What follows belongs to an exercise in optimizing a design on an open flow for small area and a short achievable clock period; a production flow would make more cautious choices.
Function was checked by simulation only, so behaviour that the tests miss may differ from the original.
Power figures rest on the tool's default switching activity, not on a simulated workload.

==> module Ques3, before the edit <==
module Ques3 (out, zero, Data_in, Read_Addr_1, Read_Addr_2, Write_Addr, Write_Enable, Clock, Mux_ctrl, opcode);
  output [31:0] out;
  output zero;
  input  [31:0] Data_in;
  input  [4:0]  Read_Addr_1, Read_Addr_2, Write_Addr;
  input  [2:0]  opcode;
  input         Write_Enable, Clock, Mux_ctrl;
  reg  [31:0] Reg_File [0:31];
  wire [1023:0] q;
  genvar g, k;
  generate
    for (k = 0; k < 32; k = k + 1) begin : rd
      assign q[32*k +: 32] = Reg_File[k];
    end
  endgenerate
  wire [31:0] sel1 = 32'd1 << Read_Addr_1;
  wire [31:0] sel2 = 32'd1 << Read_Addr_2;
  wire [31:0] nA, nB;
  wire [4:0]  nBs;    
  generate
    for (g = 0; g < 32; g = g + 1) begin : bt
      wire [31:0] col;
      for (k = 0; k < 32; k = k + 1) begin : c
        assign col[k] = q[32*k + g];
      end
      rd_bit R1 (.q(col), .sel(sel1), .nd(nA[g]));
      if (g < 5) begin : s2
        rd_bit2 R2 (.q(col), .sel(sel2), .nd(nB[g]), .nd2(nBs[g]));
      end else begin : n2
        rd_bit R2 (.q(col), .sel(sel2), .nd(nB[g]));
      end
    end
  endgenerate
  alu ALU (.nA(nA), .nB(nB), .nBs(nBs), .opcode(opcode), .out(out), .zero(zero));
  wire [31:0] wdata = Mux_ctrl ? out : Data_in;
  always @(posedge Clock)
    if (Write_Enable)
      Reg_File[Write_Addr] <= wdata;
endmodule
Settings: LEC_CHECK=0, CAP_MARGIN=20, CORE_MARGIN=2, CORE_UTILIZATION=55, CTS_CLUSTER_DIAMETER=100, CTS_CLUSTER_SIZE=24, PLACE_DENSITY=0.72, SETUP_SLACK_MARGIN=2.5, SLEW_MARGIN=20, SYNTH_HIERARCHICAL=1, SYNTH_MINIMUM_KEEP_SIZE=0; clock period 11.0 ns.
standard.sh (not shown) runs the stock make flow with config.mk's settings and CLKGATE_MAP_FILE= SYNTH_SCRIPT=/design/flow/synth_recipe.tcl, a recipe that flattens the netlist after the stock synthesis.
==> flow/flow/run.sh <==
#!/bin/bash
set -euo pipefail
bash standard.sh synth > synth.log 2>&1
export PRE_FLOORPLAN_TCL="$PWD/flow/downsize.tcl"
export BUFFER_PORTS_ARGS="-buffer_cell sky130_fd_sc_hd__buf_4"
bash standard.sh finish > layout.log 2>&1
==> flow/flow/downsize.tcl <==
# Set every combinational cell from synthesis to the _1 drive of its own
# function (ABC maps the design's small gate modules at high drive); the
# flow's timing repair then upsizes the cells that timing needs. Registers
# keep their cell.
set block [ord::get_db_block]
set db [ord::get_db]
set n 0
foreach inst [$block getInsts] {
  set m [$inst getMaster]
  set name [$m getName]
  if {![regexp {^(sky130_fd_sc_hd__[a-z0-9]+)_([0-9]+)$} $name -> base drive]} { continue }
  if {$drive == 1 || $drive == 0} { continue }
  if {[string match "*df*" $base] || [string match "*dl*" $base] || [string match "*conb*" $base]} { continue }
  set small [$db findMaster "${base}_1"]
  if {$small == "NULL"} { continue }
  if {[$small getWidth] >= [$m getWidth]} { continue }
  $inst swapMaster $small
  incr n
}
puts "downsize: $n cells set to drive 1"
Change:
--- a/flow/design.v
+++ b/flow/design.v
@@ -10,27 +10,40 @@
   genvar g, k;
   generate
     for (k = 0; k < 32; k = k + 1) begin : rd
       assign q[32*k +: 32] = Reg_File[k];
     end
   endgenerate
-  wire [31:0] sel1 = 32'd1 << Read_Addr_1;
-  wire [31:0] sel2 = 32'd1 << Read_Addr_2;
+  wire [3:0] npa1 = ~(4'd1 << Read_Addr_1[1:0]);
+  wire [7:0] npb1 = ~(8'd1 << Read_Addr_1[4:2]);
+  wire [3:0] npa2 = ~(4'd1 << Read_Addr_2[1:0]);
+  wire [7:0] npb2 = ~(8'd1 << Read_Addr_2[4:2]);
+  wire [31:0] sel1_lo, sel1_hi, sel2_lo, sel2_hi;
+  generate
+    for (k = 0; k < 32; k = k + 1) begin : dec
+      g_nor2 D1L (.a(npa1[k % 4]), .b(npb1[k / 4]), .y(sel1_lo[k]));
+      g_nor2 D1H (.a(npa1[k % 4]), .b(npb1[k / 4]), .y(sel1_hi[k]));
+      g_nor2 D2L (.a(npa2[k % 4]), .b(npb2[k / 4]), .y(sel2_lo[k]));
+      g_nor2 D2H (.a(npa2[k % 4]), .b(npb2[k / 4]), .y(sel2_hi[k]));
+    end
+  endgenerate
   wire [31:0] nA, nB;
   wire [4:0]  nBs;    
   generate
     for (g = 0; g < 32; g = g + 1) begin : bt
       wire [31:0] col;
       for (k = 0; k < 32; k = k + 1) begin : c
         assign col[k] = q[32*k + g];
       end
-      rd_bit R1 (.q(col), .sel(sel1), .nd(nA[g]));
+      wire [31:0] sl1 = (g < 16) ? sel1_lo : sel1_hi;
+      wire [31:0] sl2 = (g < 16) ? sel2_lo : sel2_hi;
+      rd_bit R1 (.q(col), .sel(sl1), .nd(nA[g]));
       if (g < 5) begin : s2
-        rd_bit2 R2 (.q(col), .sel(sel2), .nd(nB[g]), .nd2(nBs[g]));
+        rd_bit2 R2 (.q(col), .sel(sl2), .nd(nB[g]), .nd2(nBs[g]));
       end else begin : n2
-        rd_bit R2 (.q(col), .sel(sel2), .nd(nB[g]));
+        rd_bit R2 (.q(col), .sel(sl2), .nd(nB[g]));
       end
     end
   endgenerate
   alu ALU (.nA(nA), .nB(nB), .nBs(nBs), .opcode(opcode), .out(out), .zero(zero));
   wire [31:0] wdata = Mux_ctrl ? out : Data_in;
   always @(posedge Clock)
The new run went through all stages and came out clean.
Cell area came out higher by 3.7%.
Wire length came out lower by 0.55%.
Non-clock buffer count came out higher by 90.
Global-route usage came out lower by 1.0 points.
Power came out higher by 1.5%.
Clock power came out lower by about 3%.
Die area came out higher by 0.47%.
Sequential share of layout area came out lower by 2.1 points.
Cell count came out higher by 3.5%.
Synthesized cell count came out higher by 1.9%.
First-iteration DRC count came out lower by 3.3%.

## afterwards: timing with drivers on the ports
In the flow no input, the clock included, has a driving cell. The finished layouts below were timed again as built, in two steps.
Step 1 (the two cells are an assumption about what drives the block):
set clk [get_ports {Clock}]
set_driving_cell -lib_cell sky130_fd_sc_hd__clkbuf_16 $clk
set_driving_cell -lib_cell sky130_fd_sc_hd__buf_2 [delete_from_list [all_inputs] $clk]
Step 2 also shifts input and output timing later by t, the mid clock arrival at the registers, as if the neighbouring blocks saw the same clock.
Slacks: ideal ports / drivers / drivers and shift; pairs: ideal ports / drivers.
run | t, ns | slack for setup (ns) | worst hold slack (ns) | clock arrival spread, ns
the first run | 0.707 | 2.428 / 2.400 / 2.400 | 1.969 / 1.969 / 1.969 | 0.044 / 0.045
the second run | 0.718 | 2.358 / 2.304 / 2.304 | 1.820 / 1.820 / 1.820 | 0.031 / 0.031
After both steps setup and hold are still met in every run listed. The setup slack of the second run, which loses most, moves by -0.054 ns with the drivers and by -0.054 ns with both steps.
